This is an optimization exercise on Yosys and OpenROAD, whose aim is small area, a short achievable clock period and few clock cycles per item, not a production implementation.
In this exercise RTL edits were held to simulation tests only and were not proved equivalent to the original.
Power is estimated from default activity; no workload was simulated.

==> flow/design.v, too long to show whole: its modules and the start of the top module <==
// module enose_accel: 7643 lines
// module enose_fa: 4 lines
// module enose_mask: 6 lines
// module enose_ha: 4 lines
module enose_accel (
    input  wire        s00_axi_aclk,
    input  wire        s00_axi_aresetn,
    input  wire [6:0]  s00_axi_awaddr,
    input  wire [2:0]  s00_axi_awprot,
    input  wire        s00_axi_awvalid,
    output reg         s00_axi_awready,
    input  wire [31:0] s00_axi_wdata,
    input  wire [3:0]  s00_axi_wstrb,
    input  wire        s00_axi_wvalid,
    output reg         s00_axi_wready,
    output wire [1:0]  s00_axi_bresp,
    output reg         s00_axi_bvalid,
    input  wire        s00_axi_bready,
    input  wire [6:0]  s00_axi_araddr,
    input  wire [2:0]  s00_axi_arprot,
    input  wire        s00_axi_arvalid,
    output reg         s00_axi_arready,
    output reg  [31:0] s00_axi_rdata,
    output wire [1:0]  s00_axi_rresp,
    output reg         s00_axi_rvalid,
    input  wire        s00_axi_rready,
    input  wire [31:0] s_axis_tdata,
    input  wire        s_axis_tvalid,
    output reg         s_axis_tready,
    input  wire        s_axis_tlast
);
  // ...
==> flow/flow/run.sh <==
#!/bin/bash
set -euo pipefail
bash standard.sh SETUP_SLACK_MARGIN=6.4 finish > standard.log 2>&1
==> flow/standard.sh <==
#!/bin/bash
# synth_recipe.tcl (not shown) runs the flow's synth.tcl, then flattens the netlist and writes it again
# the make line also repeats each setting of config.mk as NAME=value (left out here)
make -C /OpenROAD-flow-scripts/flow DESIGN_CONFIG=/design/flow/config.mk WORK_HOME=/design/flow/orfs CLKGATE_MAP_FILE= SYNTH_SCRIPT=/design/flow/synth_recipe.tcl "${@:-finish}"
==> flow/config.mk <==
export PLATFORM = sky130hd
export DESIGN_NAME = enose_accel
export DESIGN_NICKNAME = enose_accel
export VERILOG_FILES = /design/flow/design.v
export SDC_FILE = /design/flow/constraint.sdc
export NUM_CORES = 4
export LEC_CHECK = 0
export CAP_MARGIN = 20
export CORE_MARGIN = 2
export CORE_UTILIZATION = 40
export PLACE_DENSITY = 0.6
export SETUP_SLACK_MARGIN = 5
export SLEW_MARGIN = 20
export SYNTH_HIERARCHICAL = 1
export SYNTH_MINIMUM_KEEP_SIZE = 0
==> flow/constraint.sdc <==
create_clock -name core_clock -period 10.0 [get_ports {s00_axi_aclk}]
set_input_delay 2.0000 -clock core_clock [delete_from_list [all_inputs] [get_ports {s00_axi_aclk}]]
set_output_delay 2.0000 -clock core_clock [all_outputs]
set_load 0.01 [all_outputs]
==> run summary, run 1 <==
Leading cell kind multi-input combinational cells; largest family of logic cells by synthesized area adder cells; Worst Hold Launch last2; antenna viol nets, final 0; Die Wd 463 um; Fill cells 18900; WL per Instance 17.7 um; Final non-clock buffer share 0.0313; Crit Reg-Reg Startpoint vo1_sp; Worst EP required between 10 and 15 ns; Yosys top cell by area fa_1; top_reg_cell synth dfxtp_1; final hold slack ~0.33 ns; Post-Syn Area per Cell 12.4 um2; status complete, no violations; adder-cell share of the synthesized area 0.436; Sw Share 0.400; Clock power frac 0.165; slew margin rel. 0.236; synth top area cells fa_1 (28%), edfxtp_1 (17%), dfxtp_1 (16%); worst min path class reg -> reg; leading cell types in the layout, fill and taps excluded fa_1 (1142), ha_1 (1026), inv_1 (739); first-pass GRT wire length around 300 mm; Seq Cell Count 1135; Cell Area, Synth between 80000 and 90000 um2; met2 wire len roughly 85 mm; sw power 12.8 mW; multi-input gate count 4810; Final setup viols 0; Worst-path clk slew 0.06 ns; clock latency on the worst-skew pair 0.80 ns; Netlist cell types 72; # port buffers 104; Yosys reg bits 1135; initial antenna violation count 15; end of the critical path rc1[0]; top-count cell post-synth fa_1
Testbench counts, summed over its fixed seeds: cycles 3,840, inferences 128.
==> inputs of run 2 (changes only) <==
==> flow/flow/run.sh (replaced) <==
#!/bin/bash
set -euo pipefail
bash standard.sh SETUP_SLACK_MARGIN=6 finish > standard.log 2>&1
==> run 2 against run 1 <==
Net effect:
- still clean
- setup slack worse by 0.11 ns
- clock power fell by 2%
- combinational power is 5% lower
- first-iteration DRC count is 3.9% lower
- critical endpoint is now pc_r[4]
==> run summary, run 2 <==
status complete, no violations (unchanged); Via density 4.93 (about the same); post-DP HPWL 128 mm (about the same); cells on worst reg2reg path 9 (was 11); CTS tree done (unchanged); Hold Path Depth 0 (unchanged); top-count cell post-synth fa_1 (unchanged); TritonRoute pass-1 iters 5 (unchanged); Cell Area, Synth 84200 um2 (unchanged); layout cells sized above 1 0.0835 (was 0.136); placement-stage cell area 88900 um2 (was 88800 um2); Tot GR Track Use 0.168 (was 0.171); Seq/Total Area, Yosys 0.325 (unchanged); post-synth top area share 0.281 (unchanged); GPL Wtd Cong 0.851 (was 0.844); DP Worst Slack 5.11 ns (was 5.17 ns); leading cell types in the layout, fill and taps excluded fa_1 (1177), ha_1 (1042), inv_1 (751) (was fa_1 (1142), ha_1 (1026), inv_1 (739)); worst min path class reg -> reg (unchanged); Crit Path Max Fanout 9 (was 6); vias 49000 (was 49900); Area Growth Syn to Fin 11.7% (was 14.9%); R2R setup slack 6.10 ns (was 6.21 ns); gr ovfl total 0 (unchanged); Post-synth EDFFs 464 (unchanged); Worst-path clk slew 0.06 ns (about the same); Final WS setup 6.10 ns (was 6.21 ns); async set-reset flop share out of synthesis 0 (unchanged); Final nets 9338 (was 9501); Worst Tran Pin Value 1.09 ns (was 1.14 ns); final slew viol count 0 (unchanged); CP delay by family, top adder cells (unchanged); WL per Instance 17.5 um (was 17.7 um); Die ar. 214000 um2 (unchanged); Largest stage delay, worst path 0.58 ns (was 0.56 ns); post-route setup TNS 0 ns (unchanged); non-filler instance count after layout 9944 (was 10100); Top cell by count, worst path fa_1; Cells after DPL 9662 (was 9643); RSZ-0062 raised after global routing yes (unchanged); synth top area cells fa_1 (28%), edfxtp_1 (17%), dfxtp_1 (16%) (unchanged); initial antenna violation count 7 (was 15); Hold Crit Endpoint last4 (was last3); Netlist cell types 72 (unchanged); WL final 174 mm (was 178 mm); Die Wd 463 um (unchanged); Final setup viols 0 (unchanged); Design Area, Final 94100 um2 (was 96700 um2); antenna viol nets, final 0 (unchanged); slew margin rel. 0.270 (was 0.236); Startpoint Class register (unchanged); pwr dens 330 nW/um2 (was 331 nW/um2); commonest cells in the netlist fa_1 (1180), ha_1 (1044), inv_1 (754), dfxtp_1 (671), edfxtp_1 (464) (unchanged); Final Critical Period 3.90 ns (was 3.79 ns); Final Cycle Share 0.390 (was 0.379); Crit Reg-Reg Startpoint hs_r[28] (was vo1_sp); fmax 0.257 GHz (was 0.264 GHz); crit path kind reg -> reg (unchanged); Critical Path Sink Type register (unchanged); worst path cell trace fa_1 > fa_1 > fa_1 > fa_1 > fa_1 > ha_1 > a21o_1 > a21oi_1 > xnor2_1 (was buf_6 > or2_4 > fa_1 > fa_2 > ha_1 > a21o_1 > a221o_1 > a211oi_4 > nand2_2 > or4_1 > o311ai_1); clock sinks 1135 (unchanged); slowest CP cell dfxtp_1 (was fa_1); TritonCTS buffer count 140 (was 142); Yosys top cell by area fa_1 (unchanged); Post-Syn Area per Cell 12.4 um2 (unchanged); Worst VDD drop 780 uV (was 952 uV); Worst EP required 10.71 ns (was 10.69 ns); Post-Synthesis Cells 6774 (unchanged); Core Area 209000 um2 (unchanged); DR DRC count 0 (unchanged); Initial Utilization 0.402 (unchanged); num rows 168 (unchanged); arrival time at the worst endpoint 4.60 ns (was 4.48 ns); leakage 41.4 nW (was 42.6 nW); Clock Root Buffer clkbuf_16 (unchanged); DIE HEIGHT 463 um (unchanged); final hold violations 0 (unchanged); critical path buffer and inverter count 0 (was 1); Ports 139 (unchanged); first-pass GRT wire length 291 mm (was 295 mm); First DRT Iteration DRCs 2267 (was 2358); maxcap violations 0 (unchanged); largest net degree at the start of global routing 147 (was 103); Synth warnings 8 (unchanged); Yosys reg bits 1135 (unchanged); Final Skew 0.0578 ns (was 0.0386 ns); commonest non-fill, non-tap cell in the layout fa_1 (unchanged); final hold slack 0.326 ns (was 0.330 ns); Worst Hold Launch last3 (was last2); FF-to-FF End pc_r[4] (was rc1[0]); top_reg_cell synth dfxtp_1 (unchanged); Clock Tree Buf Depth 3 (unchanged); number of global-route vias before repair 54100 (was 54700); H-tree depth 4 (unchanged); Fill cells 19100 (was 18900); # port buffers 104 (unchanged); clock latency on the worst-skew pair 0.79 ns (was 0.80 ns)
==> run 2: cell counts after synthesis <==
Identical to the previous run, type by type.
==> run 2: Yosys stat by module (local to each module, per instance) <==
module | times used | area, um2
enose_ha | 420 | 12.5
enose_accel | 1 | 58000
enose_mask | 4 | 526
enose_fa | 942 | 20.0
==> run 2: layer usage <==
metal / global-route usage / part of all wire / vias to the layer above
met4: 0.0426 / 0.022 / 2
met1: 0.230 / 0.46 / 24700
met2: 0.277 / 0.47 / 778
met5: 0 / 0.000075 / -
li1: - / - / 23300
met3: 0.0292 / 0.045 / 238
==> run 2: worst max path at each step <==
stage                            end  cells past startpoint         startpoint  slack (ns)
finish                       pc_r[4]                      9           hs_r[28]        6.10
global placement    s00_axi_rdata[3]                      5  s00_axi_araddr[4]        5.14
CTS                           rc0[3]                     14             vo0_sp        5.98
floorplan                    pc_r[5]                     10           hs_r[31]        6.10
global route                  vo1[9]                     13             vo1_sp        5.97
detailed placement  s00_axi_rdata[3]                      5  s00_axi_araddr[4]        5.11
==> run 2: metrics by stage <==
stage	utilization	total power, mW
5_1_grt	0.449	34.5
4_1_cts	0.448	31.4
3_3_place_gp	0.425	25.2
2_1_floorplan	-	21.0
3_5_place_dp	0.425	25.7
6_report	0.449	31.0
==> run 2: cell type report <==
type,count,area [um2],area share
Multi-Input combinational cell,4810,53800,0.572
Sequential cell,1135,27500,0.292
Clock buffer,193,3970,0.0422
Tap cell,2805,3510,0.0373
Inverter,754,2840,0.0302
Timing Repair Buffer,176,1650,0.0175
Clock inverter,68,766,0.00814
Antenna cell,3,7.51,0.0000798
==> run 2: cell families (layout without fill, tap and decap cells) <==
kind of cell / after synthesis / count (layout) / synth area share
simple gates: 1254 / 1254 / 0.0806
mux: 86 / 86 / 0.0104
flops: 1135 / 1135 / 0.325
compound gates: 725 / 725 / 0.0585
fa+ha+maj: 2224 / 2224 / 0.436
xor+xnor: 490 / 490 / 0.0510
other cells: 2 / 34 / 0.0000892
buf+inv: 858 / 1191 / 0.0387
==> run 2: what timing repair did <==
item,CTS,global route
gates resized for setup,37,70
hold buffers,0,0
pin swaps,2,14
setup endpoints to repair,56,191
setup buffers,7,11
hold endpoints to repair,0,0
==> run 2: power by group <==
group / internal, mW / leakage (nW) / switching [mW]
combinational: 8.65 / 29.3 / 9.54
sequential: 6.78 / 9.77 / 0.847
clock: 3.05 / 2.31 / 2.13

port drivers added, routing unchanged:
In the flow no input, the clock included, has a driving cell. The finished layouts below were timed again as built, in two steps. Step 1 (the two cells are an assumption about what drives the block):
set clk [get_ports {s00_axi_aclk}]
set_driving_cell -lib_cell sky130_fd_sc_hd__clkbuf_16 $clk
set_driving_cell -lib_cell sky130_fd_sc_hd__buf_2 [delete_from_list [all_inputs] $clk]
Step 2 also shifts input and output timing later by t, the mid clock arrival at the registers, as if the neighbouring blocks saw the same clock. a / b / c = no drivers / after step 1 / after step 2; a / b = the first two.
run	t (ns)	slack for setup (ns)	worst setup path at the end	worst data-port slew with drivers (ns)	pins driven straight from the clock port
run 1	0.857	6.209 / 6.209 / 5.646	input to register	0.10	1
run 2	0.842	6.104 / 6.104 / 5.387	input to register	0.10	1
After both steps every run listed still meets setup and hold. For run 2, which loses most, drivers alone change the setup slack by 0.000 ns; drivers and shift together by -0.717 ns.
